Background: an optimization exercise with open tools, aiming at small area. Do not read the settings as production practice. Function was checked by simulation only, so behaviour that the tests miss may differ from the original. Power and IR drop assume default switching activity.

==> flow/design.v <==
module Clock(
    input i_clk,
    input i_rst_n,
    input i_en,
    output [6:0] o_seg0,
    output [6:0] o_seg1,
    output [6:0] o_seg2,
    output [6:0] o_seg3,
    output [6:0] o_seg4,
    output [6:0] o_seg5
    );
reg [4:0] s;
reg a, d;
reg [3:0] xu, xt, su, mu, hu, ht;
reg [2:0] st, mt;
function [6:0] segu;
    input [3:0] v;
    begin
        segu[0] = (v[3] & ~v[2]);
        segu[1] = (~v[3] & v[2]) | (v[3] & ~v[2] & v[0]);
        segu[2] = (~v[1] & v[0]);
        segu[3] = ~((v[2] & ~v[1]) | ~v[3]);
        segu[4] = v[1] | (v[3] & ~v[2]);
        segu[5] = ~((~v[1] & ~v[0]) | (~v[3] & v[1] & v[0]));
        segu[6] = (~v[3] & ~v[2] & ~v[1] & ~v[0]) | (v[3] & v[1]) | (v[3] & v[0]);
    end
endfunction
function [6:0] segt;
    input [3:0] v;
    begin
        segt[0] = (~v[3] & v[0]);
        segt[1] = ~((v[3] & v[2]) | (~v[3] & ~v[1]) | (~v[2] & v[1] & ~v[0]));
        segt[2] = (~v[3] & ~v[2] & v[1]);
        segt[3] = v[0];
        segt[4] = ~((~v[2] & ~v[0]));
        segt[5] = (~v[3] & ~v[2] & v[1]) | (v[2] & ~v[1]);
        segt[6] = (v[2] & v[0]) | (~v[3] & ~v[2] & ~v[1] & ~v[0]) | (v[1] & v[0]);
    end
endfunction
function [6:0] segt6;
    input [2:0] v;
    begin
        segt6[0] = v[0];
        segt6[1] = (v[2] & v[1]);
        segt6[2] = ~((v[2] & ~v[0]) | ~v[1]);
        segt6[3] = v[0];
        segt6[4] = ~((~v[2] & ~v[0]));
        segt6[5] = ~((~v[2] & ~v[1]) | (v[2] & v[1] & ~v[0]));
        segt6[6] = (v[2] & v[0]) | (~v[2] & ~v[1] & ~v[0]);
    end
endfunction
function [3:0] togu;
    input [3:0] v;
    begin
        togu[0] = ~((~v[3] & ~v[2] & ~v[0]));
        togu[1] = ~(1'b0);
        togu[2] = (v[3] & ~v[1]);
        togu[3] = ~v[0];
    end
endfunction
function [3:0] togt;
    input [3:0] v;
    begin
        togt[0] = ~v[1];
        togt[1] = ~((v[3] & ~v[2]) | (~v[1] & ~v[0]));
        togt[2] = ~(1'b0);
        togt[3] = (v[2] & v[1]);
    end
endfunction
function [2:0] togt6;
    input [2:0] v;
    begin
        togt6[0] = ~v[1];
        togt6[1] = ~((~v[1] & ~v[0]));
        togt6[2] = ~(1'b0);
    end
endfunction
function u9;
    input [3:0] v;
    u9 = (~v[2] & v[1] & v[0]);
endfunction
function t9;
    input [3:0] v;
    t9 = (v[3] & v[2] & v[1]);
endfunction
function t5;
    input [2:0] v;
    t5 = (v[2] & v[1]);
endfunction
wire p9   = ~s[3] & s[2] & s[1] & ~s[0];
wire p1112 = s[3] & ~s[2] & ~s[1];
wire p12  = p1112 & s[0];
wire blank = s[4] & s[3];
wire wrap = s[4] & ~s[3] & s[1] & s[0];
wire cx = u9(xu);
wire cxt = cx & t9(xt);
wire cs = cxt & u9(su);
wire cst = cs & t5(st);
wire cm = cst & u9(mu);
wire cmt = cm & t5(mt);
wire ch = cmt & u9(hu);
always @(posedge i_clk or negedge i_rst_n) begin
    if (!i_rst_n)
        s <= 5'd29;
    else if (wrap)
        s <= 5'd0;
    else
        s <= s + 5'd1;
end
always @(posedge i_clk) begin
    if (p9)
        a <= i_en;
end
always @(posedge i_clk or negedge i_rst_n) begin
    if (!i_rst_n)
        d <= 1'b0;
    else if (p12)
        d <= a;
end
wire step = p12 & d;
always @(posedge i_clk or negedge i_rst_n) begin
    if (!i_rst_n) begin
        xu <= 0; xt <= 0; su <= 0; st <= 0; mu <= 0; mt <= 0; hu <= 0; ht <= 0;
    end else begin
        xu <= xu ^ ({4{step}} & togu(xu));
        xt <= xt ^ ({4{step & cx}} & togt(xt));
        su <= su ^ ({4{step & cxt}} & togu(su));
        st <= st ^ ({3{step & cs}} & togt6(st));
        mu <= mu ^ ({4{step & cst}} & togu(mu));
        mt <= mt ^ ({3{step & cm}} & togt6(mt));
        hu <= hu ^ ({4{step & cmt}} & togu(hu));
        ht <= ht ^ ({4{step & ch}} & togt(ht));
    end
end
wire hnz = (hu != 4'd0) | (ht != 4'd0);
wire h99 = u9(hu) & t9(ht);
wire hm = hnz ^ (p1112 & d & cmt & (h99 | ~hnz));
assign o_seg0 = segu((hm ? su : xu) | {blank, 1'b0, 1'b0, blank});
assign o_seg1 = segt((hm ? {1'b0, st} : xt) | {1'b0, 1'b0, blank, blank});
assign o_seg2 = segu((hm ? mu : su) | {blank, 1'b0, 1'b0, blank});
assign o_seg3 = segt6((hm ? mt : st) | {blank, blank, blank});
assign o_seg4 = segu((hm ? hu : mu) | {blank, 1'b0, 1'b0, blank});
assign o_seg5 = segt((hm ? ht : {1'b0, mt}) | {1'b0, 1'b0, blank, blank});
endmodule
export LEC_CHECK = 0
export ABC_AREA = 1
export CAP_MARGIN = 20
export CORE_MARGIN = 2
export CORE_UTILIZATION = 40
export SLEW_MARGIN = 20
create_clock -name core_clock -period 10.0 [get_ports {i_clk}]
standard.sh (not shown) runs the stock make flow with config.mk's settings and CLKGATE_MAP_FILE= SYNTH_SCRIPT=/design/flow/synth_recipe.tcl, a recipe that flattens the netlist after the stock synthesis.
==> flow/flow/run.sh <==
#!/bin/bash
# Own layout flow: the standard synthesis, then the combinational logic re-mapped for area
# with ABC (flip-flops kept as the standard synthesis made them, checked equivalent with Yosys),
# then the standard layout from floorplan on, with minimum-size port buffers and a clock
# tree without dummy loads.
set -uo pipefail
cd "$(dirname "$0")/.."
W=$PWD
F=$W/flow
R=$W/orfs/results/$FLOW_PLATFORM/Clock/base
LIB=$FLOW_HOME/platforms/sky130hd/lib/sky130_fd_sc_hd__tt_025C_1v80.lib
mkdir -p $W/resyn

bash standard.sh $R/1_2_yosys.v > $W/std_synth.log 2>&1 || exit 1
cp $R/1_2_yosys.v $W/resyn/std.v

best=$W/resyn/std.v
best_area=$(yosys -p "read_liberty -lib $LIB; read_verilog $W/resyn/std.v; hierarchy -top Clock; tee -o $W/resyn/std.stat stat -liberty $LIB" > $W/resyn/std.log 2>&1; awk '/Chip area/{print $NF}' $W/resyn/std.stat)
echo "standard synthesis: $best_area" > $W/resyn/summary.txt
# every script in parallel, NUM_CORES at a time
for s in $F/s*.abc; do
  n=$(basename $s .abc)
  while [ $(jobs -r | wc -l) -ge ${NUM_CORES:-4} ]; do sleep 1; done
  bash $F/resyn.sh $W/resyn/std.v $W/resyn/$n.v $s $LIB &
done
wait
# smallest first; take the first that is fully mapped and proven equivalent
for n in $(for s in $F/s*.abc; do n=$(basename $s .abc); [ -f $W/resyn/$n.stat ] && echo "$(awk '/Chip area/{print $NF}' $W/resyn/$n.stat) $n"; done | sort -g | awk '{print $2}'); do
  out=$W/resyn/$n.v
  a=$(awk '/Chip area/{print $NF}' $W/resyn/$n.stat)
  if grep -qE '^ *assign .*(>>|&|\||\^|~|\?)' $out; then echo "$n: $a not mapped" >> $W/resyn/summary.txt; continue; fi
  if awk "BEGIN{exit !($a < $best_area)}" && bash $F/eqv.sh $W/resyn/std.v $out $LIB > $W/resyn/$n.eqv.log 2>&1; then
    echo "$n: $a equivalent" >> $W/resyn/summary.txt
    best=$out; best_area=$a
    break
  else
    echo "$n: $a not taken" >> $W/resyn/summary.txt
  fi
done
echo "chosen: $best ($best_area)" >> $W/resyn/summary.txt
if [ "$best" != "$W/resyn/std.v" ]; then
  cp $best $R/1_2_yosys.v
  touch $R/1_2_yosys.v
fi

bash standard.sh finish \
  "BUFFER_PORTS_ARGS=-buffer_cell sky130_fd_sc_hd__buf_1" \
  "CTS_ARGS=-buf_list sky130_fd_sc_hd__clkbuf_8 -root_buf sky130_fd_sc_hd__clkbuf_8 -sink_clustering_enable -repair_clock_nets -dont_use_dummy_load" \
  > $W/std_layout.log 2>&1 || exit 1
test -f $W/out/final.def
Other scripts of this flow, unchanged in this note and not shown: flow/flow/eqv.sh, flow/flow/resyn.sh, flow/flow/s1.abc, flow/flow/s2.abc, flow/flow/s3.abc, flow/flow/s4.abc, flow/flow/s5.abc, flow/flow/s6.abc
==> next run, changes <==
--- a/flow/flow/run.sh
+++ b/flow/flow/run.sh
@@ -46,5 +46,5 @@
 bash standard.sh finish \
   "BUFFER_PORTS_ARGS=-buffer_cell sky130_fd_sc_hd__buf_1" \
-  "CTS_ARGS=-buf_list sky130_fd_sc_hd__clkbuf_8 -root_buf sky130_fd_sc_hd__clkbuf_8 -sink_clustering_enable -repair_clock_nets -dont_use_dummy_load" \
+  "CTS_ARGS=-buf_list sky130_fd_sc_hd__clkbuf_4 -root_buf sky130_fd_sc_hd__clkbuf_4 -sink_clustering_enable -repair_clock_nets -dont_use_dummy_load" \
   > $W/std_layout.log 2>&1 || exit 1
 test -f $W/out/final.def
What happened:
- sequential power barely changes
- wire length grows slightly
- sequential share of layout area is higher by 0.51 points
- setup slack is worse by 110 ps
- final cell count is unchanged

-- afterwards: timing with drivers on the ports --
The flow's constraints put no driver on any port. The routed layouts listed below were extracted and timed again, unchanged, in two steps. Step 1: set_driving_cell puts a clkbuf_16 on i_clk and a buf_2 on each other input, an assumption about the parent block. Step 2 also shifts input and output timing later by t, the mid clock arrival at the registers, as if the neighbouring blocks saw the same clock. Three values: ideal, step 1, step 2; two values: the first two.
| run | t, ns | setup WS [ns] | hold slack, ns | cell pins on the clock port's net |
|---|---|---|---|---|
| the first run | 0.310 | 4.090 / 4.062 / 4.373 | 0.498 / 0.498 / 0.498 | 1 |
| the second run | 0.366 | 3.983 / 3.958 / 4.324 | 0.504 / 0.504 / 0.504 | 1 |
After both steps every run listed still meets setup and hold.
